What follows belongs to an exercise in optimizing a design on an open flow for a short achievable clock period and few clock cycles; a production flow would make more cautious choices.
The RTL was checked by simulation tests, not by an equivalence proof against the original design.
Power is estimated from default activity; no workload was simulated.

===== design/flow/design.v =====
module ctrol (
    input  [31:0] instr,
    output        is_j,         
    output        is_jal,
    output        is_jr,
    output        is_beq,
    output        is_bne,
    output        is_lw,
    output        is_sw,
    output        writes,       
    output [4:0]  wdst,
    output        a_rt,         
    output        a_pc,         
    output        b_imm,        
    output [31:0] imm,
    output        use_a,        
    output        use_b,        
    output        op_add, op_sub, op_and, op_or, op_xor, op_nor,
    output        op_slt, op_sltu, op_shl, op_shr
);
    wire [5:0] op = instr[31:26];
    wire [5:0] fn = instr[5:0];
    wire [4:0] rt = instr[20:16];
    wire [4:0] rd = instr[15:11];
    wire [15:0] i16 = instr[15:0];
    wire r     = (op == 6'd0);
    wire addi  = (op == 6'd8);
    wire andi  = (op == 6'd12);
    wire ori   = (op == 6'd13);
    wire xori  = (op == 6'd14);
    wire slti  = (op == 6'd10) | (op == 6'd11);
    wire lui   = (op == 6'd15);
    assign is_lw  = (op == 6'd35);
    assign is_sw  = (op == 6'd43);
    assign is_beq = (op == 6'd4);
    assign is_bne = (op == 6'd5);
    assign is_jal = (op == 6'd3);
    assign is_j   = (op == 6'd2) | is_jal;
    wire f_add  = (fn == 6'b100000);
    wire f_sub  = (fn == 6'b100010);
    wire f_and  = (fn == 6'b100100);
    wire f_or   = (fn == 6'b100101);
    wire f_xor  = (fn == 6'b100110);
    wire f_nor  = (fn == 6'b100111);
    wire f_slt  = (fn == 6'b101010);
    wire f_sltu = (fn == 6'b101011);
    wire f_sll  = (fn == 6'b000000);
    wire f_srl  = (fn == 6'b000010);
    wire f_sra  = (fn == 6'b000011);
    wire f_sllv = (fn == 6'b000100);
    wire f_srlv = (fn == 6'b000110);
    wire f_srav = (fn == 6'b000111);
    wire f_known = f_sub | f_and | f_or | f_xor | f_nor | f_slt | f_sltu |
                   f_sll | f_srl | f_sra | f_sllv | f_srlv | f_srav;
    assign is_jr = r & (fn == 6'b001000);
    wire imm_i = addi | andi | ori | xori | slti | lui | is_lw | is_sw;
    assign writes = r | addi | andi | ori | xori | slti | lui | is_lw | is_jal;
    assign wdst = r ? rd : is_jal ? 5'd1 : rt;
    wire sh_imm = r & (f_sll | f_srl);
    assign a_rt  = sh_imm;
    assign a_pc  = is_jal;
    assign b_imm = imm_i | sh_imm | is_jal;
    assign imm = is_jal ? 32'b0 :
                 sh_imm ? {{27{instr[10]}}, instr[10:6]} :
                 (andi | ori | xori | lui) ? {16'b0, i16} :
                 {{16{i16[15]}}, i16};
    assign use_a = ~is_j & (r | imm_i | is_beq | is_bne);
    assign use_b = (r & ~sh_imm) | is_beq | is_bne;
    assign op_sub  = r & f_sub;
    assign op_and  = (r & f_and) | andi;
    assign op_or   = (r & f_or) | ori;
    assign op_xor  = (r & f_xor) | xori;
    assign op_nor  = r & f_nor;
    assign op_slt  = (r & f_slt) | slti;
    assign op_sltu = r & f_sltu;
    assign op_shl  = r & (f_sll | f_sllv);
    assign op_shr  = r & (f_srl | f_srlv);
    assign op_add  = (r & ~f_known) | addi | lui | is_lw | is_sw | is_jal;
endmodule
module ula (
    input  [31:0] a,
    input  [31:0] b,
    input         op_add,
    input         op_sub,
    input         op_and,
    input         op_or,
    input         op_xor,
    input         op_nor,
    input         op_slt,
    input         op_sltu,
    input         op_shl,
    input         op_shr,
    output [31:0] result,
    output [31:0] sum
);
    wire [32:0] diff = {1'b0, a} - {1'b0, b};
    wire        lt_s = (a[31] ^ b[31]) ? a[31] : diff[31];
    wire        lt_u = diff[32];
    wire        big  = |b[31:5];
    wire [31:0] shl  = big ? 32'b0 : (a << b[4:0]);
    wire [31:0] shr  = big ? 32'b0 : (a >> b[4:0]);
    assign sum = a + b;
    assign result = ({32{op_add}}  & sum)
                  | ({32{op_sub}}  & diff[31:0])
                  | ({32{op_and}}  & (a & b))
                  | ({32{op_or}}   & (a | b))
                  | ({32{op_xor}}  & (a ^ b))
                  | ({32{op_nor}}  & ~(a | b))
                  | {31'b0, (op_slt & lt_s) | (op_sltu & lt_u)}
                  | ({32{op_shl}}  & shl)
                  | ({32{op_shr}}  & shr);
endmodule
module regfile (
    input         Clock,
    input         Reset,
    input  [4:0]  ReadAddr1,
    input  [4:0]  ReadAddr2,
    input  [4:0]  WriteAddr,
    input  [31:0] WriteData,
    input         RegWrite,
    output [31:0] ReadData1,
    output [31:0] ReadData2
);
    reg [31:0] registradores [1:31];
    integer i;
    always @(posedge Clock or posedge Reset) begin
        if (Reset) begin
            for (i = 1; i < 32; i = i + 1)
                registradores[i] <= 32'b0;
        end else if (RegWrite && WriteAddr != 5'd0) begin
            registradores[WriteAddr] <= WriteData;
        end
    end
    function [31:0] rd_port(input [4:0] a);
        begin
            if (a == 5'd0) rd_port = 32'b0;
            else if (RegWrite && WriteAddr == a) rd_port = WriteData;
            else rd_port = registradores[a];
        end
    endfunction
    assign ReadData1 = rd_port(ReadAddr1);
    assign ReadData2 = rd_port(ReadAddr2);
endmodule
module PC #(
    parameter IB = 5,             
    parameter TB = 8              
)
(
    input         clock,
    input         reset,
    input  [31:0] fpc,            
    output        hit,
    output [31:0] hit_tgt,
    input         w0,
    input         w0_v,
    input  [31:0] w0_pc,
    input  [31:0] w0_tgt,
    input         w1,
    input         w1_v,
    input  [31:0] w1_pc,
    input  [31:0] w1_tgt
);
    localparam N = 1 << IB;
    reg            v   [0:N-1];
    reg [TB-IB-1:0] tag [0:N-1];
    reg [31:0]     tgt [0:N-1];
    integer i;
    wire [IB-1:0] fi = fpc[IB-1:0];
    assign hit     = v[fi] & (tag[fi] == fpc[TB-1:IB]);
    assign hit_tgt = tgt[fi];
    always @(posedge clock or posedge reset) begin
        if (reset) begin
            for (i = 0; i < N; i = i + 1) begin
                v[i]   <= 1'b0;
                tag[i] <= 0;
                tgt[i] <= 32'b0;
            end
        end else begin
            for (i = 0; i < N; i = i + 1) begin
                if (w0 && w0_pc[IB-1:0] == i) begin
                    v[i]   <= w0_v;
                    tag[i] <= w0_pc[TB-1:IB];
                    tgt[i] <= w0_tgt;
                end else if (w1 && w1_pc[IB-1:0] == i) begin
                    v[i]   <= w1_v;
                    tag[i] <= w1_pc[TB-1:IB];
                    tgt[i] <= w1_tgt;
                end
            end
        end
    end
endmodule
module mips_verilog (
  input CLK,
  input RST,
  output [31:0] imem_addr,
  input [31:0] imem_data,
  output [31:0] dmem_addr,
  output [31:0] dmem_wdata,
  output dmem_we,
  input [31:0] dmem_rdata
);
  reg [31:0] f_pc;
  reg        d_v;
  reg [31:0] d_ir, d_pc, d_pcp1, d_pred;
  reg        e_v;
  reg [31:0] e_a, e_b, e_sd, e_pcp1, e_bt, e_pred, e_pc;
  reg [1:0]  e_fa, e_fb, e_fs;           
  reg        e_beq, e_bne, e_jr, e_lw, e_sw, e_wr;
  reg [4:0]  e_rd;
  reg        e_op_add, e_op_sub, e_op_and, e_op_or, e_op_xor, e_op_nor;
  reg        e_op_slt, e_op_sltu, e_op_shl, e_op_shr;
  reg [31:0] m_res, m_sd;
  reg        m_we, m_lw, m_wr;
  reg [4:0]  m_rd;
  reg [31:0] w_val;
  reg        w_wr;
  reg [4:0]  w_rd;
  reg [31:0] ras;
  reg        r_v;                         
  reg [31:0] r_pc;
  reg [31:0] f_pco;                       
  wire [31:0] f_pcp1 = f_pc + 32'd1;
  wire        btb_hit;
  wire [31:0] btb_tgt;
  wire [5:0]  f_op = imem_data[31:26];
  wire        f_isj = (f_op[5:1] == 5'b00001);
  wire        f_isjr = (f_op == 6'd0) & (imem_data[5:0] == 6'b001000);
  wire [31:0] f_bpred = btb_hit ? btb_tgt : f_pcp1;
  wire [31:0] f_pred = f_isj ? {f_pcp1[31:26], imem_data[25:0]} :
                       f_isjr ? ras : f_bpred;
  assign imem_addr = f_pco;
  wire d_is_j, d_is_jal, d_is_jr, d_beq, d_bne, d_lw, d_sw, d_writes;
  wire [4:0] d_wdst;
  wire d_a_rt, d_a_pc, d_b_imm, d_use_a, d_use_b;
  wire [31:0] d_imm;
  wire d_op_add, d_op_sub, d_op_and, d_op_or, d_op_xor, d_op_nor;
  wire d_op_slt, d_op_sltu, d_op_shl, d_op_shr;
  ctrol dec (
    .instr(d_ir), .is_j(d_is_j), .is_jal(d_is_jal), .is_jr(d_is_jr),
    .is_beq(d_beq), .is_bne(d_bne), .is_lw(d_lw), .is_sw(d_sw),
    .writes(d_writes), .wdst(d_wdst), .a_rt(d_a_rt), .a_pc(d_a_pc),
    .b_imm(d_b_imm), .imm(d_imm), .use_a(d_use_a), .use_b(d_use_b),
    .op_add(d_op_add), .op_sub(d_op_sub), .op_and(d_op_and), .op_or(d_op_or),
    .op_xor(d_op_xor), .op_nor(d_op_nor), .op_slt(d_op_slt),
    .op_sltu(d_op_sltu), .op_shl(d_op_shl), .op_shr(d_op_shr)
  );
  wire [4:0] d_rs = d_ir[25:21];
  wire [4:0] d_rt = d_ir[20:16];
  wire [4:0] d_ra = d_a_rt ? d_rt : d_rs;      
  wire [31:0] rf_a, rf_b;
  regfile rf (
    .Clock(CLK), .Reset(RST),
    .ReadAddr1(d_ra), .ReadAddr2(d_rt),
    .WriteAddr(w_rd), .WriteData(w_val), .RegWrite(w_wr),
    .ReadData1(rf_a), .ReadData2(rf_b)
  );
  wire d_br = d_beq | d_bne;
  wire d_wr = d_writes & (d_wdst != 5'd0);
  wire d_use_s = d_sw;                           
  wire e_ld_hz = e_v & e_lw & e_wr;
  wire stall = d_v & e_ld_hz &
               ((d_use_a & (d_ra == e_rd)) |
                ((d_use_b | d_use_s) & (d_rt == e_rd)));
  wire [31:0] d_jt = {d_pcp1[31:26], d_ir[25:0]};
  wire        d_st = d_br & (d_pred == d_pcp1) & d_ir[15];
  wire [31:0] d_bt = d_pcp1 + {d_imm[29:0], 2'b00};
  wire [31:0] d_exp = d_is_j ? d_jt : d_is_jr ? ras : d_st ? d_bt : d_pcp1;
  wire        d_miss = d_st | (d_is_j ? (d_pred != d_jt) :
                               d_is_jr ? (d_pred != ras) : (~d_br & (d_pred != d_pcp1)));
  wire redir_e = r_v;
  wire [31:0] redir_e_pc = r_pc;
  wire redir_d = d_v & ~stall & ~redir_e & d_miss;
  wire [31:0] w_fwd = w_val;
  wire [31:0] ea = e_fa[1] ? m_res : e_fa[0] ? w_fwd : e_a;
  wire [31:0] eb = e_fb[1] ? m_res : e_fb[0] ? w_fwd : e_b;
  wire [31:0] es = e_fs[1] ? m_res : e_fs[0] ? w_fwd : e_sd;
  wire [31:0] e_res, e_sum;
  ula alu (
    .a(ea), .b(eb),
    .op_add(e_op_add), .op_sub(e_op_sub), .op_and(e_op_and), .op_or(e_op_or),
    .op_xor(e_op_xor), .op_nor(e_op_nor), .op_slt(e_op_slt),
    .op_sltu(e_op_sltu), .op_shl(e_op_shl), .op_shr(e_op_shr),
    .result(e_res), .sum(e_sum)
  );
  wire e_eq = (ea == eb);
  wire e_taken = (e_beq & e_eq) | (e_bne & ~e_eq);
  wire [31:0] e_k = e_pred;
  wire [31:0] e_co = (ea & eb) | (~(ea ^ eb) & 32'b0) | ((ea ^ eb) & ~e_k);
  wire [31:0] e_req = ea ^ eb ^ e_k;             
  wire e_jr_ok = (e_req == {e_co[30:0], 1'b0});
  wire e_br_ok = e_taken ? (e_bt == e_pred) : (e_pcp1 == e_pred);
  wire ev = e_v & ~r_v;
  wire e_redir = ev & (((e_beq | e_bne) & ~e_br_ok) | (e_jr & ~e_jr_ok));
  wire [31:0] e_rpc = e_jr ? e_sum : e_taken ? e_bt : e_pcp1;
  wire bw0 = ev & (e_beq | e_bne);
  wire bw1 = d_v & ~d_br & d_miss;
  PC btb (
    .clock(CLK), .reset(RST), .fpc(f_pc),
    .hit(btb_hit), .hit_tgt(btb_tgt),
    .w0(bw0), .w0_v(e_taken), .w0_pc(e_pc), .w0_tgt(e_bt),
    .w1(bw1), .w1_v(1'b0), .w1_pc(d_pc), .w1_tgt(d_jt)
  );
  wire [31:0] f_next = redir_e ? redir_e_pc : redir_d ? d_exp : stall ? f_pc : f_pred;
  always @(posedge CLK or posedge RST) begin
    if (RST) begin
      f_pc <= 32'b0;
      d_v <= 1'b0; d_ir <= 32'b0; d_pc <= 32'b0; d_pcp1 <= 32'b0; d_pred <= 32'b0;
      e_v <= 1'b0; e_a <= 32'b0; e_b <= 32'b0; e_sd <= 32'b0; e_pcp1 <= 32'b0;
      e_bt <= 32'b0; e_pred <= 32'b0; e_pc <= 32'b0;
      e_fa <= 2'b0; e_fb <= 2'b0; e_fs <= 2'b0;
      e_beq <= 1'b0; e_bne <= 1'b0; e_jr <= 1'b0; e_lw <= 1'b0; e_sw <= 1'b0;
      e_wr <= 1'b0; e_rd <= 5'b0;
      e_op_add <= 1'b0; e_op_sub <= 1'b0; e_op_and <= 1'b0; e_op_or <= 1'b0;
      e_op_xor <= 1'b0; e_op_nor <= 1'b0; e_op_slt <= 1'b0; e_op_sltu <= 1'b0;
      e_op_shl <= 1'b0; e_op_shr <= 1'b0;
      m_res <= 32'b0; m_lw <= 1'b0; m_wr <= 1'b0;
      m_rd <= 5'b0;
      w_val <= 32'b0; w_wr <= 1'b0; w_rd <= 5'b0;
      ras <= 32'b0;
      r_v <= 1'b0; r_pc <= 32'b0;
    end else begin
      r_v <= e_redir;
      r_pc <= e_rpc;
      f_pc <= f_next;
      if (redir_e | redir_d) d_v <= 1'b0;
      else if (~stall) d_v <= 1'b1;
      if (~stall) begin
        d_ir <= imem_data;
        d_pc <= f_pc;
        d_pcp1 <= f_pcp1;
        d_pred <= f_pred;
      end
      if (d_v & d_is_jal & ~redir_e & ~stall) ras <= d_pcp1;
      e_v <= d_v & ~stall & ~redir_e;
      e_a <= d_a_pc ? d_pcp1 : rf_a;
      e_b <= d_b_imm ? d_imm : rf_b;
      e_sd <= rf_b;
      e_fa <= {d_use_a & m_wr_n(d_ra, 1'b1), d_use_a & m_wr_n(d_ra, 1'b0)};
      e_fb <= {d_use_b & m_wr_n(d_rt, 1'b1), d_use_b & m_wr_n(d_rt, 1'b0)};
      e_fs <= {d_use_s & m_wr_n(d_rt, 1'b1), d_use_s & m_wr_n(d_rt, 1'b0)};
      e_pcp1 <= d_pcp1;
      e_bt <= d_bt;
      e_pred <= (d_br & ~d_st) ? d_pred : d_exp;
      e_pc <= d_pc;
      e_beq <= d_beq; e_bne <= d_bne; e_jr <= d_is_jr;
      e_lw <= d_lw; e_sw <= d_sw;
      e_wr <= d_wr; e_rd <= d_wdst;
      e_op_add <= d_op_add; e_op_sub <= d_op_sub; e_op_and <= d_op_and;
      e_op_or <= d_op_or; e_op_xor <= d_op_xor; e_op_nor <= d_op_nor;
      e_op_slt <= d_op_slt; e_op_sltu <= d_op_sltu;
      e_op_shl <= d_op_shl; e_op_shr <= d_op_shr;
      m_res <= e_res;
      m_lw <= e_lw;
      m_wr <= ev & e_wr;
      m_rd <= e_rd;
      w_val <= m_lw ? dmem_rdata : m_res;
      w_wr <= m_wr;
      w_rd <= m_rd;
    end
  end
  function m_wr_n(input [4:0] r, input from_e);
    begin
      if (from_e) m_wr_n = e_v & e_wr & (e_rd == r);
      else        m_wr_n = m_wr & (m_rd == r) & ~(e_v & e_wr & (e_rd == r));
    end
  endfunction
  reg [31:0] m_addr;
  always @(posedge CLK) begin
    f_pco <= RST ? 32'b0 : f_next;
    m_we <= ~RST & ev & e_sw;
    m_addr <= e_res;
    m_sd <= es;
  end
  assign dmem_addr = m_addr;
  assign dmem_wdata = m_sd;
  assign dmem_we = m_we;
endmodule

===== design/flow/flow/run.sh =====
#!/bin/bash
bash standard.sh SETUP_SLACK_MARGIN=8.7 ROUTING_LAYER_ADJUSTMENT=0.4 finish > standard_flow.log 2>&1

===== design/flow/standard.sh =====
#!/bin/bash
# synth_recipe.tcl (not shown) runs the flow's synth.tcl, then flattens the netlist and writes it again
# the make line also repeats each setting of config.mk as NAME=value (left out here)
make -C /OpenROAD-flow-scripts/flow DESIGN_CONFIG=/design/flow/config.mk WORK_HOME=/design/flow/orfs CLKGATE_MAP_FILE= SYNTH_SCRIPT=/design/flow/synth_recipe.tcl "${@:-finish}"

===== design/flow/config.mk =====
export PLATFORM = sky130hd
export DESIGN_NAME = mips_verilog
export DESIGN_NICKNAME = mips_verilog
export VERILOG_FILES = /design/flow/design.v
export SDC_FILE = /design/flow/constraint.sdc
export NUM_CORES = 4
export LEC_CHECK = 0
export ABC_CLOCK_PERIOD_IN_PS = 3000
export CAP_MARGIN = 20
export CORE_MARGIN = 2
export CORE_UTILIZATION = 35
export GPL_ROUTABILITY_DRIVEN = 1
export GPL_TIMING_DRIVEN = 1
export PLACE_DENSITY = 0.5
export SETUP_SLACK_MARGIN = 0.3
export SLEW_MARGIN = 20

===== design/flow/constraint.sdc =====
create_clock -name core_clock -period 13.0 [get_ports {CLK}]
set_input_delay 2.6000 -clock core_clock [delete_from_list [all_inputs] [get_ports {CLK}]]
set_output_delay 2.6000 -clock core_clock [all_outputs]
set_load 0.01 [all_outputs]

==> results of run 1 <==
==> routing by layer <==
layer  track usage (%)  share of wire, %  vias to the layer above
met4             23.84               8.1                       42
met3             13.42                14                     3013
met5                 0             0.035                        -
met1             48.69                38                    70290
met2             51.89                40                    11000
li1                  -                 -                    54120
==> area by class of cell <==
class                   count  share of cell area, %
flip-flops and latches   2746                  38.55
inverters                 207                 0.4608
clock buffers             476                  5.416
repair buffers           1126                  6.656
diodes                     61                0.08609
clock inverters           111                 0.7409
multi-input cells       10320                  44.11
well taps                5640                  3.980
==> layout by cell type (no fill, tap or decap), types with 70 or more instances in the layout <==
master / count
sky130_fd_sc_hd__dfxtp_1: 76
sky130_fd_sc_hd__nand2_1: 984
sky130_fd_sc_hd__dfrtp_1: 2602
sky130_fd_sc_hd__nor2_1: 1402
sky130_fd_sc_hd__nand3_1: 145
sky130_fd_sc_hd__a22oi_1: 759
sky130_fd_sc_hd__xor2_1: 82
sky130_fd_sc_hd__a221oi_1: 303
sky130_fd_sc_hd__buf_4: 666
sky130_fd_sc_hd__clkbuf_16: 351
sky130_fd_sc_hd__buf_12: 92
sky130_fd_sc_hd__clkbuf_1: 72
sky130_fd_sc_hd__nor3_1: 99
sky130_fd_sc_hd__inv_1: 189
sky130_fd_sc_hd__clkbuf_8: 70
sky130_fd_sc_hd__o21ai_0: 598
sky130_fd_sc_hd__mux2_2: 1146
sky130_fd_sc_hd__a21oi_1: 898
sky130_fd_sc_hd__mux2i_1: 1157
sky130_fd_sc_hd__o22ai_1: 252
sky130_fd_sc_hd__a222oi_1: 83
sky130_fd_sc_hd__ha_1: 71
sky130_fd_sc_hd__a22o_1: 293
sky130_fd_sc_hd__buf_6: 120
sky130_fd_sc_hd__xnor2_1: 172
sky130_fd_sc_hd__nand4_1: 275
==> logic make-up (layout without fill, tap and decap cells) <==
logic type / after synthesis / after routing
AO/OA/AOI/OAI: 3932 / 3936
AND/OR/NAND/NOR: 3526 / 3531
flip-flops: 2746 / 2746
multiplexers: 2406 / 2407
buffers and inverters: 1757 / 1920
XOR/XNOR: 279 / 279
adder cells (fa/ha/maj): 167 / 167
other: 0 / 61
==> what timing repair did <==
action                                   CTS  global route
endpoints found under the setup margin  1818          1878
gates resized for setup                  903           526
pin swaps                                134           225
cloned                                    27            19
endpoints found under the hold margin      0             0
setup buffers                            208           186
==> power breakdown <==
group / leakage, nW / total, W / switching, W / internal, W
sequential: 35.4 / 0.0124 / 0.00173 / 0.0107
combinational: 38.8 / 0.0119 / 0.00799 / 0.00389
clock: 5.41 / 0.00968 / 0.00409 / 0.00559
total: 79.6 / 0.0340 / 0.0138 / 0.0202
==> stage by stage <==
step	cell area (sq um)	util, %	worst slack (ns)	power (W)	hold slack, ns
2_1_floorplan	147900	-	1.475	0.01742	0.3519
3_3_place_gp	156100	37.12	6.220	0.02224	0.3972
3_5_place_dp	156200	37.15	6.186	0.02234	0.3857
4_1_cts	172900	41.11	8.048	0.03273	0.4051
5_1_grt	177200	42.15	8.034	0.03475	0.4192
6_report	177300	42.17	8.125	0.03397	0.4010
==> worst max path at each step <==
stage	end	slack (ns)	cells after the start
floorplan	btb.tag[0][0]	1.48	2
global placement	m_res[31]	6.22	21
global route	m_res[31]	8.03	21
detailed placement	m_res[31]	6.19	21
finish	m_res[30]	8.13	22
CTS	m_res[31]	8.05	16
==> results by group, run 1 <==
STA
  • Setup repair after global routing missed its margin: true
  • Number of pins with negative max-slew slack in the final report: 0
  • Transition at the pin with the smallest max-transition slack: 1.308 ns
  • Achievable Freq: 0.2051 GHz
  • Rel. slew slack: 12.45%
  • Final Hold Violating Endpoints: 0
  • Fin crit share: 37.50%
  • Minimum clock period after layout: 4.875 ns
  • # setup viols final: 0
  • Setup Skew: 0.08400 ns
  • Total negative slack: 0 ns

GRT
  • Tot GR Track Use: 37.30%
  • Sum of overflow across all layers after global routing: 0
  • Number of global-route vias before repair: 127600
  • Largest net degree at the start of global routing: 158
  • Global-route wire length before repair: 1115 mm
  • Number of antenna violations at the first check in global routing: 59

Worst setup path
  • WP buf/inv: 8
  • Most common cell type on the critical path: sky130_fd_sc_hd__buf_12
  • CP Launch Type: flop
  • Timing startpoint of the critical path: e_fb[0]
  • Maximum fanout along the worst path: 6
  • R2R Setup Slk: 8.13 ns
  • Data required time of the worst path: 13.89 ns
  • R2r worst-path depth: 22
  • Setup crit end kind: flop
  • Cell-by-cell listing of the critical path: buf_12 > mux2_4 > mux2i_4 > buf_12 > clkinvlp_4 > buf_12 > buf_6 > ha_4 > fa_2 > a21o_1 > a21o_1 > a2111oi_4 > o311ai_4 > a221oi_4 > buf_12 > o31ai_2 > buf_4 > o41ai_4 > buf_4 > nand4_1 > o41ai_2 > or3_1
  • FF-to-FF End: m_res[30]
  • Launch point of the worst reg-to-reg path: e_fb[0]
  • Slowest cell delay on critical path: 0.47 ns
  • Startpoint-to-endpoint class of the critical path: reg2reg
  • Crit path max-delay family: compound AO/OA/AOI/OAI gates
  • Cell with the largest stage delay on the worst path: sky130_fd_sc_hd__a2111oi_4
  • Worst EP arrival: 5.76 ns

Floorplanning
  • Core area: 0.4205 sq mm
  • Initial cell density of the core: 35.17%
  • Core Rows: 238
  • Die width: 654 microns
  • Height of the chip: 654 microns
  • Top-Level Pins: 163
  • Area of the die: 0.4277 sq mm

Placement
  • Final estimated routing congestion in global placement: 1.004
  • Number of placed instances with taps included: 19600
  • Buffers added on ports: 162
  • Post-detailed-placement half-perimeter wirelength: 494.3 mm

Worst hold path
  • Number of cells on the worst hold path: 0
  • Worst-case hold path end point: m_lw
  • Launch point of the worst hold path: e_lw
  • Worst min-delay path category: reg2reg

Route
  • Initial DRC count: 22640
  • Number of iterations in the first detailed-routing pass: 9
  • Routed WL per cell: 40.42 microns
  • Remaining DRCs: 0
  • Final Routed Wirelength: 836.1 mm
  • Via count normalized by instance count: 6.693
  • Overall via count from detail_route: 138500
  • Post-route antenna net violation count: 0

Power and ir drop
  • Peak supply drop: 237.3 uV
  • Pwr per Cell Area: 191.6 mW/mm^2
  • Pleak: 79.58 nW

Yosys
  • Synthesized netlist net count: 15050
  • Flip-flop and latch count after synthesis: 2746
  • Cells taking the most area after synthesis: sky130_fd_sc_hd__dfrtp_1 45%, sky130_fd_sc_hd__mux2_2 8.8%, sky130_fd_sc_hd__mux2i_1 8.2%
  • Main combinational cell family by area after synthesis: compound AO/OA/AOI/OAI gates
  • Multiplexer area fraction after synthesis: 17.32%
  • Area share of the leading cell type in the synthesized netlist: 44.83%
  • Most common cell in the synthesized netlist: sky130_fd_sc_hd__dfrtp_1
  • Unique masters post-synth: 117
  • Cell type contributing the most total cell area after synthesis: sky130_fd_sc_hd__dfrtp_1
  • Post-synth EDFFs: 0
  • Compound-gate portion of the synthesized area: 17.95%
  • Count of warnings emitted by yosys: 7
  • Async set-or-reset flop fraction in the synthesized netlist: 96.47%
  • Adder and majority cell fraction of the synthesized area: 1.591%
  • Share of synthesized cell area in and, or, nand and nor gates: 10.69%
  • Synthesized netlist cell count: 14810
  • Synth cell count leaders: 2649 x sky130_fd_sc_hd__dfrtp_1, 1488 x sky130_fd_sc_hd__nor2_1, 1225 x sky130_fd_sc_hd__clkbuf_1, 1215 x sky130_fd_sc_hd__mux2i_1, 1155 x sky130_fd_sc_hd__mux2_2
  • Cell area after synthesis: 0.1479 sq mm
  • Main flop type after synthesis: sky130_fd_sc_hd__dfrtp_1
  • Post-synthesis area per instance: 9.983 sq um
  • Share of the yosys chip area belonging to registers: 46.14%
  • Fraction of synthesized cell area in xor and xnor cells: 1.658%

Final layout
  • Non-filler cells, final: 20690
  • Register ranked first by flip-flop count: btb.tgt
  • Area used by multi-input combinational logic: 0.07822 sq mm
  • Relative area change from synthesis to final layout: 19.91%
  • Flip-flop count of the largest register, all copies and words added: 1024
  • FF/Latch Area: 0.06835 sq mm
  • Nets@finish: 14960
  • Proportion of layout cells with a drive suffix above 1: 23.52%
  • Number of fillers in the final layout: 40890
  • Registers with the highest flip-flop counts: btb.tgt: 1024 flops, rf.registradores: 992 flops, btb.tag: 96 flops

Outcome
  • Outcome: complete, no violations

Clocking
  • Clock root buffer: sky130_fd_sc_hd__clkbuf_16
  • TritonCTS clock tree: done
  • Number of sinks handled by clock tree synthesis: 2746
  • Maximum clock insertion buffer count: 4
  • Number of buffers added to fix hold violations after cts: 0
  • Clock input transition at the sequential cells of the worst setup and hold paths: 0.06 ns
  • Number of clock buffers inserted by TritonCTS: 328
  • Clk Latency, worst-skew pair: 1.02 ns
  • CTS H-tree lvls: 5

Job
  • Number of max-cap violations: 0
Testbench counts, summed over its fixed seeds: cycles 13,684.
==> run 2, diff against run 1 <==
--- a/design/flow/design.v
+++ b/design/flow/design.v
@@ -77,6 +77,35 @@
     assign op_shr  = r & (f_srl | f_srlv);
     assign op_add  = (r & ~f_known) | addi | lui | is_lw | is_sw | is_jal;
 endmodule
+module ks_add (
+    input  [31:0] a,
+    input  [31:0] b,
+    input         cin,
+    output [31:0] s,
+    output        cout
+);
+    reg [31:0] g, p;
+    reg [31:0] gn, pn;
+    reg [32:0] c;
+    integer i, d;
+    always @(*) begin
+        g = a & b;
+        p = a ^ b;
+        g[0] = g[0] | (p[0] & cin);
+        for (d = 1; d < 32; d = d * 2) begin
+            gn = g; pn = p;
+            for (i = d; i < 32; i = i + 1) begin
+                gn[i] = g[i] | (p[i] & g[i - d]);
+                pn[i] = p[i] & p[i - d];
+            end
+            g = gn; p = pn;
+        end
+        c[0] = cin;
+        for (i = 1; i <= 32; i = i + 1) c[i] = g[i - 1];
+    end
+    assign s = a ^ b ^ c[31:0];
+    assign cout = c[32];
+endmodule
 module ula (
     input  [31:0] a,
     input  [31:0] b,
@@ -93,22 +122,23 @@
     output [31:0] result,
     output [31:0] sum
 );
-    wire [32:0] diff = {1'b0, a} - {1'b0, b};
+    wire [32:0] d33 = {1'b0, a} - {1'b0, b};
+    wire [31:0] diff = d33[31:0];
+    wire        no_borrow = ~d33[32];
+    assign sum = a + b;
     wire        lt_s = (a[31] ^ b[31]) ? a[31] : diff[31];
-    wire        lt_u = diff[32];
+    wire        lt_u = ~no_borrow;
     wire        big  = |b[31:5];
     wire [31:0] shl  = big ? 32'b0 : (a << b[4:0]);
     wire [31:0] shr  = big ? 32'b0 : (a >> b[4:0]);
-    assign sum = a + b;
-    assign result = ({32{op_add}}  & sum)
-                  | ({32{op_sub}}  & diff[31:0])
-                  | ({32{op_and}}  & (a & b))
-                  | ({32{op_or}}   & (a | b))
-                  | ({32{op_xor}}  & (a ^ b))
-                  | ({32{op_nor}}  & ~(a | b))
-                  | {31'b0, (op_slt & lt_s) | (op_sltu & lt_u)}
-                  | ({32{op_shl}}  & shl)
-                  | ({32{op_shr}}  & shr);
+    wire [31:0] quick = ({32{op_and}}  & (a & b))
+                      | ({32{op_or}}   & (a | b))
+                      | ({32{op_xor}}  & (a ^ b))
+                      | ({32{op_nor}}  & ~(a | b))
+                      | ({32{op_shl}}  & shl)
+                      | ({32{op_shr}}  & shr);
+    assign result = ({32{op_add}} & sum) | ({32{op_sub}} & diff)
+                  | {31'b0, (op_slt & lt_s) | (op_sltu & lt_u)} | quick;
 endmodule
 module regfile (
     input         Clock,
@@ -205,7 +235,8 @@
   reg [31:0] d_ir, d_pc, d_pcp1, d_pred;
   reg        e_v;
   reg [31:0] e_a, e_b, e_sd, e_pcp1, e_bt, e_pred, e_pc;
-  reg [1:0]  e_fa, e_fb, e_fs;           
+  reg        e_fa, e_fb, e_fs;           
+  reg        e_eqt, e_eqn;               
   reg        e_beq, e_bne, e_jr, e_lw, e_sw, e_wr;
   reg [4:0]  e_rd;
   reg        e_op_add, e_op_sub, e_op_and, e_op_or, e_op_xor, e_op_nor;
@@ -220,7 +251,8 @@
   reg        r_v;                         
   reg [31:0] r_pc;
   reg [31:0] f_pco;                       
-  wire [31:0] f_pcp1 = f_pc + 32'd1;
+  wire [31:0] f_pcp1;
+  ks_add inc1 (.a(f_pc), .b(32'd1), .cin(1'b0), .s(f_pcp1), .cout());
   wire        btb_hit;
   wire [31:0] btb_tgt;
   wire [5:0]  f_op = imem_data[31:26];
@@ -264,17 +296,17 @@
                 ((d_use_b | d_use_s) & (d_rt == e_rd)));
   wire [31:0] d_jt = {d_pcp1[31:26], d_ir[25:0]};
   wire        d_st = d_br & (d_pred == d_pcp1) & d_ir[15];
-  wire [31:0] d_bt = d_pcp1 + {d_imm[29:0], 2'b00};
+  wire [31:0] d_bt;
+  ks_add bta (.a(d_pcp1), .b({d_imm[29:0], 2'b00}), .cin(1'b0), .s(d_bt), .cout());
   wire [31:0] d_exp = d_is_j ? d_jt : d_is_jr ? ras : d_st ? d_bt : d_pcp1;
   wire        d_miss = d_st | (d_is_j ? (d_pred != d_jt) :
                                d_is_jr ? (d_pred != ras) : (~d_br & (d_pred != d_pcp1)));
   wire redir_e = r_v;
   wire [31:0] redir_e_pc = r_pc;
   wire redir_d = d_v & ~stall & ~redir_e & d_miss;
-  wire [31:0] w_fwd = w_val;
-  wire [31:0] ea = e_fa[1] ? m_res : e_fa[0] ? w_fwd : e_a;
-  wire [31:0] eb = e_fb[1] ? m_res : e_fb[0] ? w_fwd : e_b;
-  wire [31:0] es = e_fs[1] ? m_res : e_fs[0] ? w_fwd : e_sd;
+  wire [31:0] ea = e_fa ? m_res : e_a;
+  wire [31:0] eb = e_fb ? m_res : e_b;
+  wire [31:0] es = e_fs ? m_res : e_sd;
   wire [31:0] e_res, e_sum;
   ula alu (
     .a(ea), .b(eb),
@@ -289,7 +321,7 @@
   wire [31:0] e_co = (ea & eb) | (~(ea ^ eb) & 32'b0) | ((ea ^ eb) & ~e_k);
   wire [31:0] e_req = ea ^ eb ^ e_k;             
   wire e_jr_ok = (e_req == {e_co[30:0], 1'b0});
-  wire e_br_ok = e_taken ? (e_bt == e_pred) : (e_pcp1 == e_pred);
+  wire e_br_ok = e_taken ? e_eqt : e_eqn;
   wire ev = e_v & ~r_v;
   wire e_redir = ev & (((e_beq | e_bne) & ~e_br_ok) | (e_jr & ~e_jr_ok));
   wire [31:0] e_rpc = e_jr ? e_sum : e_taken ? e_bt : e_pcp1;
@@ -308,7 +340,8 @@
       d_v <= 1'b0; d_ir <= 32'b0; d_pc <= 32'b0; d_pcp1 <= 32'b0; d_pred <= 32'b0;
       e_v <= 1'b0; e_a <= 32'b0; e_b <= 32'b0; e_sd <= 32'b0; e_pcp1 <= 32'b0;
       e_bt <= 32'b0; e_pred <= 32'b0; e_pc <= 32'b0;
-      e_fa <= 2'b0; e_fb <= 2'b0; e_fs <= 2'b0;
+      e_fa <= 1'b0; e_fb <= 1'b0; e_fs <= 1'b0;
+      e_eqt <= 1'b0; e_eqn <= 1'b0;
       e_beq <= 1'b0; e_bne <= 1'b0; e_jr <= 1'b0; e_lw <= 1'b0; e_sw <= 1'b0;
       e_wr <= 1'b0; e_rd <= 5'b0;
       e_op_add <= 1'b0; e_op_sub <= 1'b0; e_op_and <= 1'b0; e_op_or <= 1'b0;
@@ -333,15 +366,17 @@
       end
       if (d_v & d_is_jal & ~redir_e & ~stall) ras <= d_pcp1;
       e_v <= d_v & ~stall & ~redir_e;
-      e_a <= d_a_pc ? d_pcp1 : rf_a;
-      e_b <= d_b_imm ? d_imm : rf_b;
-      e_sd <= rf_b;
-      e_fa <= {d_use_a & m_wr_n(d_ra, 1'b1), d_use_a & m_wr_n(d_ra, 1'b0)};
-      e_fb <= {d_use_b & m_wr_n(d_rt, 1'b1), d_use_b & m_wr_n(d_rt, 1'b0)};
-      e_fs <= {d_use_s & m_wr_n(d_rt, 1'b1), d_use_s & m_wr_n(d_rt, 1'b0)};
+      e_a <= d_a_pc ? d_pcp1 : m_wr_n(d_ra, 1'b0) ? m_val : rf_a;
+      e_b <= d_b_imm ? d_imm : m_wr_n(d_rt, 1'b0) ? m_val : rf_b;
+      e_sd <= m_wr_n(d_rt, 1'b0) ? m_val : rf_b;
+      e_fa <= d_use_a & m_wr_n(d_ra, 1'b1);
+      e_fb <= d_use_b & m_wr_n(d_rt, 1'b1);
+      e_fs <= d_use_s & m_wr_n(d_rt, 1'b1);
       e_pcp1 <= d_pcp1;
       e_bt <= d_bt;
       e_pred <= (d_br & ~d_st) ? d_pred : d_exp;
+      e_eqt <= d_st | add_eq(d_pcp1, {d_imm[29:0], 2'b00}, d_pred);
+      e_eqn <= ~d_st & (d_pcp1 == d_pred);
       e_pc <= d_pc;
       e_beq <= d_beq; e_bne <= d_bne; e_jr <= d_is_jr;
       e_lw <= d_lw; e_sw <= d_sw;
@@ -354,11 +389,19 @@
       m_lw <= e_lw;
       m_wr <= ev & e_wr;
       m_rd <= e_rd;
-      w_val <= m_lw ? dmem_rdata : m_res;
+      w_val <= m_val;
       w_wr <= m_wr;
       w_rd <= m_rd;
     end
   end
+  function add_eq(input [31:0] a, input [31:0] b, input [31:0] k);
+    reg [31:0] co;
+    begin
+      co = (a & b) | ((a ^ b) & ~k);
+      add_eq = ((a ^ b ^ k) == {co[30:0], 1'b0});
+    end
+  endfunction
+  wire [31:0] m_val = m_lw ? dmem_rdata : m_res;
   function m_wr_n(input [4:0] r, input from_e);
     begin
       if (from_e) m_wr_n = e_v & e_wr & (e_rd == r);
@@ -369,7 +412,7 @@
   always @(posedge CLK) begin
     f_pco <= RST ? 32'b0 : f_next;
     m_we <= ~RST & ev & e_sw;
-    m_addr <= e_res;
+    m_addr <= e_sum;                      
     m_sd <= es;
   end
   assign dmem_addr = m_addr;
--- a/design/flow/config.mk
+++ b/design/flow/config.mk
@@ -5,6 +5,7 @@
 export SDC_FILE = /design/flow/constraint.sdc
 export NUM_CORES = 4
 export LEC_CHECK = 0
+export ABC_AREA = 1
 export ABC_CLOCK_PERIOD_IN_PS = 3000
 export CAP_MARGIN = 20
 export CORE_MARGIN = 2
==> results by group, run 2 <==
Floorplanning
  • Height of the chip: 666.1 microns (+1.9%)
  • Core area: 0.4372 sq mm (+4.0%)
  • Area of the die: 0.4437 sq mm (+3.7%)
  • Initial cell density of the core: 35.10% (-0.071 points)
  • Core Rows: 243 (+2.1%)
  • Die width: 666.1 microns (+1.9%)
  • Top-Level Pins: 163 (unchanged)

Final layout
  • Post-layout util: 40.41% (-1.8 points)
  • Proportion of layout cells with a drive suffix above 1: 8.781% (-15 points)
  • Nets@finish: 21320 (+42%)
  • Relative area change from synthesis to final layout: 15.14%
  • Registers with the highest flip-flop counts: btb.tgt: 1024 flops, rf.registradores: 992 flops, btb.tag: 96 flops
  • Flip-flop count of the largest register, all copies and words added: 1024 (unchanged)
  • Highest-count cells in the layout ignoring fill and taps: 6874 x sky130_fd_sc_hd__nand2_1, 3737 x sky130_fd_sc_hd__o21ai_0, 2595 x sky130_fd_sc_hd__dfrtp_1
  • Most common cell after layout, fill and taps aside: sky130_fd_sc_hd__nand2_1
  • Register ranked first by flip-flop count: btb.tgt
  • Non-filler cells, final: 27190 (+31%)

Clocking
  • Maximum clock insertion buffer count: 4 (unchanged)
  • Number of sinks handled by clock tree synthesis: 2745 (-0.036%)
  • Clk Latency, worst-skew pair: 1.07 ns (+0.05 ns)
  • Number of clock buffers inserted by TritonCTS: 331 (+0.91%)
  • TritonCTS clock tree: done
  • CTS H-tree lvls: 5 (unchanged)
  • Clock root buffer: sky130_fd_sc_hd__clkbuf_16
  • Clock input transition at the sequential cells of the worst setup and hold paths: 0.06 ns (about the same)

Worst setup path
  • R2r worst-path depth: 12 (-45%)
  • Launch point of the worst reg-to-reg path: d_pcp1[31]
  • Worst EP arrival: 5.46 ns (-0.30 ns)
  • CP Launch Type: flop
  • Setup crit end kind: flop
  • Maximum fanout along the worst path: 34 (+28)
  • R2R Setup Slk: 8.32 ns (+0.20 ns)
  • Data required time of the worst path: 13.79 ns (-0.10 ns)
  • FF-to-FF End: e_pred[4]
  • Startpoint-to-endpoint class of the critical path: reg2reg

Route
  • Number of iterations in the first detailed-routing pass: 9 (unchanged)
  • Final Routed Wirelength: 867.9 mm (+3.8%)
  • Remaining DRCs: 0 (unchanged)
  • Via count normalized by instance count: 5.878 (-12%)
  • Overall via count from detail_route: 159800 (+15%)
  • Initial DRC count: 24960 (+10%)
  • Post-route antenna net violation count: 0 (unchanged)
  • Routed WL per cell: 31.93 microns (-21%)

Worst hold path
  • Worst-case hold path end point: m_lw
  • Number of cells on the worst hold path: 0 (unchanged)
  • Launch point of the worst hold path: e_lw
  • Worst min-delay path category: reg2reg

Yosys
  • Main combinational cell family by area after synthesis: simple AND/OR/NAND/NOR gates
  • Share of synthesized cell area in and, or, nand and nor gates: 24.81% (+14 points)
  • Flip-flop and latch count after synthesis: 2745 (-0.036%)
  • Compound-gate portion of the synthesized area: 18.69% (+0.74 points)
  • Main flop type after synthesis: sky130_fd_sc_hd__dfrtp_1
  • Synthesized netlist cell count: 21530 (+45%)
  • Area share of the leading cell type in the synthesized netlist: 43.18% (-1.6 points)
  • Unique masters post-synth: 76 (-35%)
  • Cell area after synthesis: 0.1535 sq mm (+3.8%)
  • Adder and majority cell fraction of the synthesized area: 1.928% (+0.34 points)
  • Async set-or-reset flop fraction in the synthesized netlist: 96.47% (about the same)
  • Post-synth EDFFs: 0 (unchanged)
  • Count of warnings emitted by yosys: 8 (+1)
  • Fraction of synthesized cell area in xor and xnor cells: 0.9189% (-0.74 points)
  • Share of the yosys chip area belonging to registers: 44.45% (-1.7 points)
  • Cells taking the most area after synthesis: sky130_fd_sc_hd__dfrtp_1 43%, sky130_fd_sc_hd__nand2_1 17%, sky130_fd_sc_hd__o21ai_0 12%
  • Multiplexer area fraction after synthesis: 0.01305% (-17 points)
  • Cell type contributing the most total cell area after synthesis: sky130_fd_sc_hd__dfrtp_1
  • Most common cell in the synthesized netlist: sky130_fd_sc_hd__nand2_1
  • Synth cell count leaders: 7018 x sky130_fd_sc_hd__nand2_1, 3816 x sky130_fd_sc_hd__o21ai_0, 2648 x sky130_fd_sc_hd__dfrtp_1, 1973 x sky130_fd_sc_hd__inv_1, 1217 x sky130_fd_sc_hd__nor2_1
  • Synthesized netlist net count: 21800 (+45%)
  • Post-synthesis area per instance: 7.127 sq um (-29%)

STA
  • Transition at the pin with the smallest max-transition slack: 1.318 ns (+0.01078 ns)
  • Fin crit share: 35.98% (-1.5 points)
  • Total negative slack: 0 ns (unchanged)
  • Final worst slack: 8.322 ns (+0.1971 ns)
  • Final Hold Violating Endpoints: 0 (unchanged)
  • Achievable Freq: 0.2138 GHz (+4.2%)
  • # setup viols final: 0 (unchanged)
  • Setup Skew: 0.1184 ns (+0.03438 ns)
  • Setup repair after global routing missed its margin: true
  • Minimum clock period after layout: 4.678 ns (-0.1971 ns)
  • Rel. slew slack: 11.80% (-0.65 points)
  • Number of pins with negative max-slew slack in the final report: 0 (unchanged)

GRT
  • Tot GR Track Use: 37.87% (+0.57 points)
  • Number of global-route vias before repair: 144200 (+13%)
  • Number of antenna violations at the first check in global routing: 103 (+75%)
  • Largest net degree at the start of global routing: 152 (-3.8%)
  • Sum of overflow across all layers after global routing: 0 (unchanged)
  • Global-route wire length before repair: 1186 mm (+6.4%)

Placement
  • Placement-stage worst setup slack: 7.106 ns (+0.9200 ns)
  • Final estimated routing congestion in global placement: 1.026 (+2.2%)
  • Number of placed instances with taps included: 26350 (+34%)
  • Buffers added on ports: 162 (unchanged)
  • Post-detailed-placement half-perimeter wirelength: 547.1 mm (+11%)

Power and ir drop
  • Peak supply drop: 134.4 uV (-43%)
  • Pwr per Cell Area: 181.5 mW/mm^2 (-5.2%)
  • Pleak: 82.16 nW (+3.2%)

Job
  • Number of max-cap violations: 0 (unchanged)

Outcome
  • Outcome: complete, no violations
run 2: final cells by class:
cell class              count  area, sq um
fillers                 45740       260500
multi-input cells       15200        74110
flip-flops and latches   2745        68310
clock buffers             483         9689
inverters                2024         7735
repair buffers            747         7616
well taps                5757         7203
clock inverters           127         1774
diodes                     98        245.2
run 2: power breakdown:
part / internal [W] / switching, W / total, W
Combinational: 0.00266 / 0.00781 / 0.0105
Clock: 0.00581 / 0.00422 / 0.0100
Sequential: 0.0104 / 0.00113 / 0.0116
Total: 0.0189 / 0.0132 / 0.0321
run 2: worst max path at each step:
stage / from / endpoint / slack [ns] / cells past startpoint
final: d_pcp1[31] / e_pred[4] / 8.32 / 12
after global routing: d_pcp1[31] / e_pred[3] / 8.42 / 12
after CTS: d_ir[3] / f_pco[30] / 8.62 / 23
after detailed placement: RST / rf.registradores[3][18] / 7.11 / 6
after global placement: RST / rf.registradores[23][17] / 7.10 / 6
after floorplan: RST / f_pco[27] / -27.51 / 4
run 2: routing by layer:
metal | vias up | track usage (%) | wire, microns
li1 | 68980 | - | -
met1 | 76730 | 48.46 | 332400
met2 | 11100 | 53.94 | 355300
met3 | 2965 | 11.43 | 103500
met4 | 26 | 27.60 | 76510
met5 | - | 0 | 205
run 2: what timing repair did:
action	CTS	global route
pin swaps	34	35
hold endpoints to repair	0	0
gates cloned	17	10
gates resized for setup	633	328
endpoints found under the setup margin	3212	2201
hold buffers	0	0
setup buffers	48	47
run 2: stage by stage:
stage | instance area [sq um] | hold WS [ns] | power (W)
2_1_floorplan | 153500 | 0.3487 | 0.01683
3_3_place_gp | 160100 | 0.3831 | 0.02118
3_5_place_dp | 160400 | 0.3808 | 0.02123
5_1_grt | 176400 | 0.4098 | 0.03325
6_report | 176700 | 0.4137 | 0.03207
4_1_cts | 174500 | 0.4052 | 0.03146
run 2: kinds of logic (layout without fill, tap and decap cells):
kind of cell,count (synthesis),count (layout)
buffers and inverters,3597,3381
AND/OR/NAND/NOR,9531,9545
other,0,98
adder cells (fa/ha/maj),198,198
XOR/XNOR,161,161
multiplexers,2,2
flip-flops,2745,2745
AO/OA/AOI/OAI,5298,5298
run 2: worst max-delay path, cell delays in order (launching register included):
cell                         delay (ns)
sky130_fd_sc_hd__dfrtp_2           0.50
sky130_fd_sc_hd__xor2_1            0.61
sky130_fd_sc_hd__nor2_1            0.08
sky130_fd_sc_hd__nand2_1           0.28
sky130_fd_sc_hd__inv_1             0.16
sky130_fd_sc_hd__nand2_1           0.10
sky130_fd_sc_hd__nor2_1            0.05
sky130_fd_sc_hd__nand4_1           0.16
sky130_fd_sc_hd__inv_1             0.13
sky130_fd_sc_hd__nor2_2            0.09
sky130_fd_sc_hd__buf_4             0.42
sky130_fd_sc_hd__clkinvlp_4        0.70
sky130_fd_sc_hd__o21ai_0           1.14
Testbench counts of run 2, summed over its fixed seeds: cycles 13,684.
==> run 3, diff against run 2 <==
--- a/design/flow/design.v
+++ b/design/flow/design.v
@@ -374,7 +374,7 @@
       e_fs <= d_use_s & m_wr_n(d_rt, 1'b1);
       e_pcp1 <= d_pcp1;
       e_bt <= d_bt;
-      e_pred <= (d_br & ~d_st) ? d_pred : d_exp;
+      e_pred <= ras;
       e_eqt <= d_st | add_eq(d_pcp1, {d_imm[29:0], 2'b00}, d_pred);
       e_eqn <= ~d_st & (d_pcp1 == d_pred);
       e_pc <= d_pc;
==> results by group, run 3 <==
STA
  • Fin crit share: 34.62% (-1.4 points)
  • Final worst slack: 8.499 ns (+0.1769 ns)
  • Final Hold Violating Endpoints: 0 (unchanged)
  • Minimum clock period after layout: 4.501 ns (-0.1769 ns)
  • Number of pins with negative max-slew slack in the final report: 0 (unchanged)
  • Setup Skew: 0.07726 ns (-0.04112 ns)
  • Achievable Freq: 0.2222 GHz (+3.9%)
  • Fin Hold WS: 0.4367 ns (+0.02295 ns)
  • Total negative slack: 0 ns (unchanged)
  • Rel. slew slack: 11.58% (-0.22 points)
  • Setup repair after global routing missed its margin: true
  • # setup viols final: 0 (unchanged)
  • Transition at the pin with the smallest max-transition slack: 1.317 ns (-0.0008432 ns)

Placement
  • Number of placed instances with taps included: 25960 (-1.5%)
  • Placement-stage worst setup slack: 6.523 ns (-0.5829 ns)
  • Buffers added on ports: 162 (unchanged)
  • Post-detailed-placement half-perimeter wirelength: 546.5 mm (-0.12%)
  • Final estimated routing congestion in global placement: 1.024 (-0.24%)

Worst setup path
  • FF-to-FF End: e_b[4]
  • CP Launch Type: flop
  • R2r worst-path depth: 17 (+5)
  • Data required time of the worst path: 13.85 ns (+0.06 ns)
  • Worst EP arrival: 5.35 ns (-0.11 ns)
  • Startpoint-to-endpoint class of the critical path: reg2reg
  • Most common cell type on the critical path: sky130_fd_sc_hd__nand2_1
  • Maximum fanout along the worst path: 38 (+12%)
  • Launch point of the worst reg-to-reg path: d_ir[18]
  • Setup crit end kind: flop
  • Cell-by-cell listing of the critical path: buf_12 > nand2_1 > nor2_1 > nand2_1 > inv_1 > buf_4 > nand2_1 > o2111ai_1 > nor2_1 > nand4_1 > o22ai_1 > a21oi_1 > o21ai_0 > buf_4 > nand2_1 > nand2_2 > o21ai_4
  • R2R Setup Slk: 8.50 ns (+0.18 ns)
  • Slowest cell delay on critical path: 0.65 ns (-0.49 ns)
  • Cell with the largest stage delay on the worst path: sky130_fd_sc_hd__inv_1

Floorplanning
  • Top-Level Pins: 163 (unchanged)
  • Area of the die: 0.4394 sq mm (-0.99%)
  • Core area: 0.4315 sq mm (-1.3%)
  • Initial cell density of the core: 35.21% (+0.11 points)
  • Core Rows: 241 (-0.82%)
  • Height of the chip: 662.8 microns (-0.50%)
  • Die width: 662.8 microns (-0.50%)

Clocking
  • Clock root buffer: sky130_fd_sc_hd__clkbuf_16
  • Number of clock buffers inserted by TritonCTS: 328 (-0.91%)
  • CTS H-tree lvls: 5 (unchanged)
  • Clock input transition at the sequential cells of the worst setup and hold paths: 0.06 ns (about the same)
  • Maximum clock insertion buffer count: 4 (unchanged)
  • Number of sinks handled by clock tree synthesis: 2745 (unchanged)
  • TritonCTS clock tree: done
  • Clk Latency, worst-skew pair: 1.05 ns (-0.02 ns)
  • Number of buffers added to fix hold violations after cts: 0 (unchanged)

Yosys
  • Cell area after synthesis: 0.1519 sq mm (-1.0%)
  • Area share of the leading cell type in the synthesized netlist: 43.62% (+0.43 points)
  • Cells taking the most area after synthesis: sky130_fd_sc_hd__dfrtp_1 44%, sky130_fd_sc_hd__nand2_1 16%, sky130_fd_sc_hd__o21ai_0 13%
  • Most common cell in the synthesized netlist: sky130_fd_sc_hd__nand2_1
  • Share of the yosys chip area belonging to registers: 44.89% (+0.45 points)
  • Post-synth EDFFs: 0 (unchanged)
  • Main flop type after synthesis: sky130_fd_sc_hd__dfrtp_1
  • Async set-or-reset flop fraction in the synthesized netlist: 96.47% (unchanged)
  • Synthesized netlist cell count: 21130 (-1.9%)
  • Unique masters post-synth: 69 (-9.2%)
  • Synthesized netlist net count: 21400 (-1.8%)
  • Flip-flop and latch count after synthesis: 2745 (unchanged)
  • Count of warnings emitted by yosys: 8 (unchanged)
  • Post-synthesis area per instance: 7.190 sq um (+0.88%)
  • Synth cell count leaders: 6371 x sky130_fd_sc_hd__nand2_1, 3912 x sky130_fd_sc_hd__o21ai_0, 2648 x sky130_fd_sc_hd__dfrtp_1, 2198 x sky130_fd_sc_hd__inv_1, 1196 x sky130_fd_sc_hd__nor2_1
  • Cell type contributing the most total cell area after synthesis: sky130_fd_sc_hd__dfrtp_1

Worst hold path
  • Worst min-delay path category: reg2reg
  • Number of cells on the worst hold path: 0 (unchanged)
  • Worst-case hold path end point: w_rd[1]
  • Launch point of the worst hold path: m_rd[1]

Route
  • Final Routed Wirelength: 860.6 mm (-0.84%)
  • Post-route antenna net violation count: 0 (unchanged)
  • Overall via count from detail_route: 158100 (-1.1%)
  • Via count normalized by instance count: 5.885 (+0.12%)
  • Number of iterations in the first detailed-routing pass: 9 (unchanged)
  • Routed WL per cell: 32.04 microns (+0.37%)
  • Remaining DRCs: 0 (unchanged)
  • Initial DRC count: 24690 (-1.1%)

Power and ir drop
  • Pwr per Cell Area: 181.0 mW/mm^2 (-0.29%)
  • Pleak: 80.75 nW (-1.7%)
  • Peak supply drop: 155.7 uV (+16%)

Final layout
  • Nets@finish: 21090 (-1.1%)
  • Flip-flop count of the largest register, all copies and words added: 1024 (unchanged)
  • Number of fillers in the final layout: 44970 (-1.7%)
  • Registers with the highest flip-flop counts: btb.tgt: 1024 flops, rf.registradores: 992 flops, btb.tag: 96 flops
  • Proportion of layout cells with a drive suffix above 1: 9.660% (+0.88 points)
  • Most common cell after layout, fill and taps aside: sky130_fd_sc_hd__nand2_1
  • Relative area change from synthesis to final layout: 16.49%
  • Non-filler cells, final: 26860 (-1.2%)
  • Post-layout util: 41.01% (+0.60 points)
  • Register ranked first by flip-flop count: btb.tgt
  • Highest-count cells in the layout ignoring fill and taps: 6221 x sky130_fd_sc_hd__nand2_1, 3829 x sky130_fd_sc_hd__o21ai_0, 2599 x sky130_fd_sc_hd__dfrtp_1

Job
  • Number of max-cap violations: 0 (unchanged)

GRT
  • Global-route wire length before repair: 1173 mm (-1.1%)
  • Sum of overflow across all layers after global routing: 0 (unchanged)
  • Number of global-route vias before repair: 143100 (-0.74%)
  • Largest net degree at the start of global routing: 132 (-13%)
  • Tot GR Track Use: 37.56% (-0.31 points)
  • Number of antenna violations at the first check in global routing: 92 (-11%)

Outcome
  • Outcome: complete, no violations
-- run 3: metal layers --
metal | global-route usage [%] | vias up | routed length (microns)
met2 | 53.05 | 10750 | 346600
met4 | 25.31 | 40 | 72310
met3 | 10.90 | 2693 | 103800
met1 | 49.55 | 76540 | 337400
li1 | - | 68040 | -
met5 | 0.02170 | - | 523
-- run 3: critical path, delay by kind of cell, from the launching register on --
| family | cells | cell delay [ns] |
|---|---|---|
| buf+inv | 4 | 1.65 |
| simple gates | 8 | 1.38 |
| compound gates | 5 | 0.72 |
| flops | 1 | 0.56 |
-- run 3: power breakdown --
group,switching [W],internal (W)
sequential,0.00119,0.0104
combinational,0.00785,0.00278
clock,0.00415,0.00563
-- run 3: how the worst max path moves through the flow --
stage | slack [ns] | from | cells after the start | to
2_1_floorplan | -26.92 | RST | 3 | f_pco[29]
3_3_place_gp | 6.49 | RST | 6 | btb.tgt[23][10]
3_5_place_dp | 6.52 | RST | 6 | btb.tgt[24][29]
4_1_cts | 8.68 | RST | 7 | btb.tgt[20][21]
5_1_grt | 8.64 | d_ir[5] | 23 | f_pco[29]
6_report | 8.50 | d_ir[18] | 17 | e_b[4]
-- run 3: kinds of logic after synthesis --
kind of cell | count (synthesis) | synth area share, %
muxes | 7 | 0.04612
and+or+nand+nor | 8639 | 22.64
DFF | 2745 | 44.89
adders and majority gates | 198 | 1.947
xor gates and xnor gates | 160 | 0.9224
buffers and inverters | 3789 | 9.635
AOI/OAI and AO/OA | 5593 | 19.91
-- run 3: repair_timing --
action | CTS | global route
buffers inserted | 90 | 115
setup endpoints to repair | 3223 | 1981
resized for setup | 762 | 415
gates cloned | 20 | 18
pin swaps | 36 | 80
-- run 3: metrics by stage --
stage | power (W) | area [sq um]
detailed placement | 0.02126 | 159200
global route | 0.03311 | 176800
global placement | 0.02122 | 159100
floorplan | 0.01670 | 151900
CTS | 0.03134 | 174000
finish | 0.03203 | 177000
-- run 3: cell type report --
| type | count | area [sq um] | area share, % |
|---|---|---|---|
| Multi-Input combinational cell | 14610 | 72340 | 40.87 |
| Sequential cell | 2745 | 68320 | 38.60 |
| Clock buffer | 474 | 9629 | 5.441 |
| Timing Repair Buffer | 900 | 9305 | 5.258 |
| Inverter | 2242 | 8622 | 4.872 |
| Tap cell | 5710 | 7144 | 4.037 |
| Clock inverter | 118 | 1468 | 0.8293 |
| Antenna cell | 62 | 155.1 | 0.08767 |
Testbench counts of run 3, summed over its fixed seeds: cycles 13,684.
==> run 4, diff against run 3 <==
==> design/flow/flow/run.sh (replaced) <==
#!/bin/bash
bash standard.sh SETUP_SLACK_MARGIN=9.1 ROUTING_LAYER_ADJUSTMENT=0.4 finish > standard_flow.log 2>&1
==> results by group, run 4 <==
Worst hold path
  • Launch point of the worst hold path: m_rd[1]
  • Worst-case hold path end point: w_rd[1]
  • Worst min-delay path category: reg2reg
  • Number of cells on the worst hold path: 0 (unchanged)

Worst setup path
  • FF-to-FF End: m_res[31]
  • Cell-by-cell listing of the critical path: buf_6
  • Launch point of the worst reg-to-reg path: e_fb
  • Worst EP arrival: 1.51 ns (-3.84 ns)
  • R2R Setup Slk: 8.91 ns (+0.41 ns)
  • Setup crit end kind: output port
  • CP Launch Type: flop
  • WP buf/inv: 1 (-3)
  • R2r worst-path depth: 19 (+2)
  • Maximum fanout along the worst path: 1 (-97%)
  • Slowest cell delay on critical path: 0.40 ns (-0.25 ns)
  • Crit path max-delay family: flip-flops
  • Startpoint-to-endpoint class of the critical path: reg2out
  • Cell with the largest stage delay on the worst path: sky130_fd_sc_hd__dfxtp_4
  • Data required time of the worst path: 10.40 ns (-3.45 ns)

Power and ir drop
  • Pwr per Cell Area: 180.3 mW/mm^2 (-0.38%)
  • Cell-internal power: 0.01943 W (+3.1%)
  • Peak supply drop: 164.5 uV (+5.7%)
  • Clk pwr share: 29.6% (-0.9 points)
  • Pleak: 83.63 nW (+3.6%)
  • Switching power share of the total: 41.40% (+0.23 points)
  • Combinational cell fraction of total power: 35.3% (+2.1 points)
  • Switching power summed over all nets: 0.01373 W (+4.1%)
  • Final Power: 0.03317 W (+3.5%)
  • Fraction of power consumed by sequential logic: 35.1% (-1.2 points)

GRT
  • Sum of overflow across all layers after global routing: 0 (unchanged)
  • Global-route wire length before repair: 1198 mm (+2.1%)
  • Tot GR Track Use: 38.44% (+0.89 points)
  • Number of global-route vias before repair: 145200 (+1.4%)
  • Number of antenna violations at the first check in global routing: 96 (+4.3%)
  • Largest net degree at the start of global routing: 104 (-21%)

Yosys
  • Flip-flop and latch count after synthesis: 2745 (unchanged)
  • Most common cell in the synthesized netlist: sky130_fd_sc_hd__nand2_1
  • Area share of the leading cell type in the synthesized netlist: 43.62% (unchanged)
  • Synthesized netlist net count: 21400 (unchanged)
  • Share of the yosys chip area belonging to registers: 44.89% (unchanged)
  • Cells taking the most area after synthesis: sky130_fd_sc_hd__dfrtp_1 44%, sky130_fd_sc_hd__nand2_1 16%, sky130_fd_sc_hd__o21ai_0 13%
  • Synthesized netlist cell count: 21130 (unchanged)
  • Count of warnings emitted by yosys: 8 (unchanged)
  • Post-synth EDFFs: 0 (unchanged)
  • Cell type contributing the most total cell area after synthesis: sky130_fd_sc_hd__dfrtp_1
  • Main flop type after synthesis: sky130_fd_sc_hd__dfrtp_1
  • Async set-or-reset flop fraction in the synthesized netlist: 96.47% (unchanged)
  • Post-synthesis area per instance: 7.190 sq um (unchanged)
  • Cell area after synthesis: 0.1519 sq mm (unchanged)
  • Unique masters post-synth: 69 (unchanged)
  • Synth cell count leaders: 6371 x sky130_fd_sc_hd__nand2_1, 3912 x sky130_fd_sc_hd__o21ai_0, 2648 x sky130_fd_sc_hd__dfrtp_1, 2198 x sky130_fd_sc_hd__inv_1, 1196 x sky130_fd_sc_hd__nor2_1

STA
  • Rel. slew slack: 12.11% (+0.53 points)
  • Transition at the pin with the smallest max-transition slack: 1.310 ns (-0.007825 ns)
  • Achievable Freq: 0.2431 GHz (+9.4%)
  • Total negative slack: 0 ns (unchanged)
  • Final Hold Violating Endpoints: 0 (unchanged)
  • Setup Skew: 0.08091 ns (+0.003646 ns)
  • Minimum clock period after layout: 4.113 ns (-0.3880 ns)
  • Fin crit share: 31.64% (-3.0 points)
  • # setup viols final: 0 (unchanged)
  • Number of pins with negative max-slew slack in the final report: 0 (unchanged)
  • Setup repair after global routing missed its margin: true
  • Final worst slack: 8.887 ns (+0.3880 ns)

Clocking
  • TritonCTS clock tree: done
  • Clock input transition at the sequential cells of the worst setup and hold paths: 0.07 ns (about the same)
  • Clock root buffer: sky130_fd_sc_hd__clkbuf_16
  • Number of sinks handled by clock tree synthesis: 2745 (unchanged)
  • Clk Latency, worst-skew pair: 1.04 ns (about the same)
  • Number of clock buffers inserted by TritonCTS: 328 (unchanged)
  • Maximum clock insertion buffer count: 4 (unchanged)
  • Number of buffers added to fix hold violations after cts: 0 (unchanged)
  • CTS H-tree lvls: 5 (unchanged)

Placement
  • Buffers added on ports: 162 (unchanged)
  • Placement-stage worst setup slack: 6.523 ns (unchanged)
  • Final estimated routing congestion in global placement: 1.024 (unchanged)
  • Post-detailed-placement half-perimeter wirelength: 546.5 mm (unchanged)

Final layout
  • Register ranked first by flip-flop count: btb.tgt
  • Number of fillers in the final layout: 44290 (-1.5%)
  • Nets@finish: 21370 (+1.3%)
  • Registers with the highest flip-flop counts: btb.tgt: 1024 flops, rf.registradores: 992 flops, btb.tag: 96 flops
  • Highest-count cells in the layout ignoring fill and taps: 6145 x sky130_fd_sc_hd__nand2_1, 3788 x sky130_fd_sc_hd__o21ai_0, 2587 x sky130_fd_sc_hd__dfrtp_1
  • Relative area change from synthesis to final layout: 21.07%
  • Post-layout util: 42.63% (+1.6 points)
  • Flip-flop count of the largest register, all copies and words added: 1024 (unchanged)
  • Most common cell after layout, fill and taps aside: sky130_fd_sc_hd__nand2_1
  • Proportion of layout cells with a drive suffix above 1: 13.29% (+3.6 points)

Route
  • Final Routed Wirelength: 884.1 mm (+2.7%)
  • Initial DRC count: 25470 (+3.2%)
  • Overall via count from detail_route: 160500 (+1.5%)
  • Post-route antenna net violation count: 0 (unchanged)
  • Via count normalized by instance count: 5.915 (+0.50%)
  • Remaining DRCs: 0 (unchanged)
  • Routed WL per cell: 32.58 microns (+1.7%)
  • Number of iterations in the first detailed-routing pass: 9 (unchanged)

Floorplanning
  • Height of the chip: 662.8 microns (unchanged)
  • Top-Level Pins: 163 (unchanged)
  • Die width: 662.8 microns (unchanged)
  • Core area: 0.4315 sq mm (unchanged)
  • Area of the die: 0.4394 sq mm (unchanged)
  • Initial cell density of the core: 35.21% (unchanged)
  • Core Rows: 241 (unchanged)

Outcome
  • Outcome: complete, no violations

Job
  • Number of max-cap violations: 0 (unchanged)
-- run 4: cell counts after synthesis --
No cell type changed its count.
-- run 4: how the worst max path moves through the flow --
| stage | startpoint | cells past startpoint | to |
|---|---|---|---|
| floorplan | RST | 3 | f_pco[29] |
| global placement | RST | 6 | btb.tgt[23][10] |
| detailed placement | RST | 6 | btb.tgt[24][29] |
| CTS | f_pco[23] | 1 | imem_addr[23] |
| global route | f_pco[23] | 1 | imem_addr[23] |
| finish | m_sd[11] | 1 | dmem_wdata[11] |
-- run 4: area by class of cell --
type / count / area (sq um) / share of cell area (%)
clock buffer: 474 / 9629 / 5.235
antenna: 62 / 155.1 / 0.08435
multi-input combinational: 14610 / 74770 / 40.65
sequential: 2745 / 68450 / 37.22
tap: 5710 / 7144 / 3.884
clock inverter: 118 / 1468 / 0.7979
timing repair buffer: 1174 / 13570 / 7.375
inverter: 2242 / 8750 / 4.757
-- run 4: cell families after synthesis --
| kind of cell | share of synthesized area [%] |
|---|---|
| flip-flops | 44.89 |
| XOR/XNOR | 0.9224 |
| adder cells (fa/ha/maj) | 1.947 |
| AND/OR/NAND/NOR | 22.64 |
| buffers and inverters | 9.635 |
| AO/OA/AOI/OAI | 19.91 |
| multiplexers | 0.04612 |
-- run 4: per-stage QoR --
step                      instances  cell area [sq um]  hold slack [ns]
final                         27140             183900           0.4362
after global routing          27080             183800           0.4505
after CTS                     26840             178700           0.4317
after detailed placement      25960             159200           0.4173
after global placement        25960             159100           0.4200
after floorplan               21130             151900           0.3487
-- run 4: timing repair --
action	4_1_cts	5_1_grt
setup endpoints to repair	3727	2055
buffers inserted	227	205
endpoints found under the hold margin	0	0
resized for setup	1790	661
pin swaps	159	252
cloned	58	32
-- run 4: power by group through the flow --
stage	clock, W	combinational [W]	sequential (W)
5_1_grt	0.0102	0.0122	0.0118
6_report	0.00980	0.0117	0.0117
4_1_cts	0.00984	0.0105	0.0116
3_3_place_gp	0	0.00955	0.0117
3_5_place_dp	0	0.00956	0.0117
2_1_floorplan	0	0.00527	0.0114
-- run 4: layer usage --
metal / share of wire, % / global-route usage, % / up-vias
li1: - / - / 68610
met1: 39 / 50.28 / 77760
met2: 40 / 53.86 / 11260
met3: 13 / 11.60 / 2825
met4: 8.7 / 27.23 / 45
met5: 0.078 / 0.1845 / -

re-timing with driven ports:
How much do the figures lean on ideal ports? The routed layouts below were timed once more, with nothing changed but the port constraints.
Step 1 assumes that a clkbuf_16 drives the clock port and a buf_2 every other input.
Step 2 also shifts input and output timing later by t, the mid clock arrival at the registers, as if the neighbouring blocks saw the same clock.
Slacks: ideal / step 1 / step 2; pairs: ideal / step 1.
run	shift t [ns]	slack for setup (ns)	worst setup path after step 2	latest minus earliest clock arrival (ns)
run 1	1.101	8.125 / 8.125 / 7.687	input to register	0.101 / 0.101
run 2	1.139	8.322 / 8.322 / 7.720	input, reset recovery	0.120 / 0.121
run 3	1.140	8.499 / 8.499 / 7.752	input, reset recovery	0.082 / 0.082
run 4	1.131	8.887 / 8.752 / 8.091	input, reset recovery	0.085 / 0.086
After both steps setup and hold are still met in every run listed. The setup slack of run 4, which loses most, moves by -0.135 ns with the drivers and by -0.796 ns with both steps. The worst setup slack also covers recovery checks on asynchronous resets.
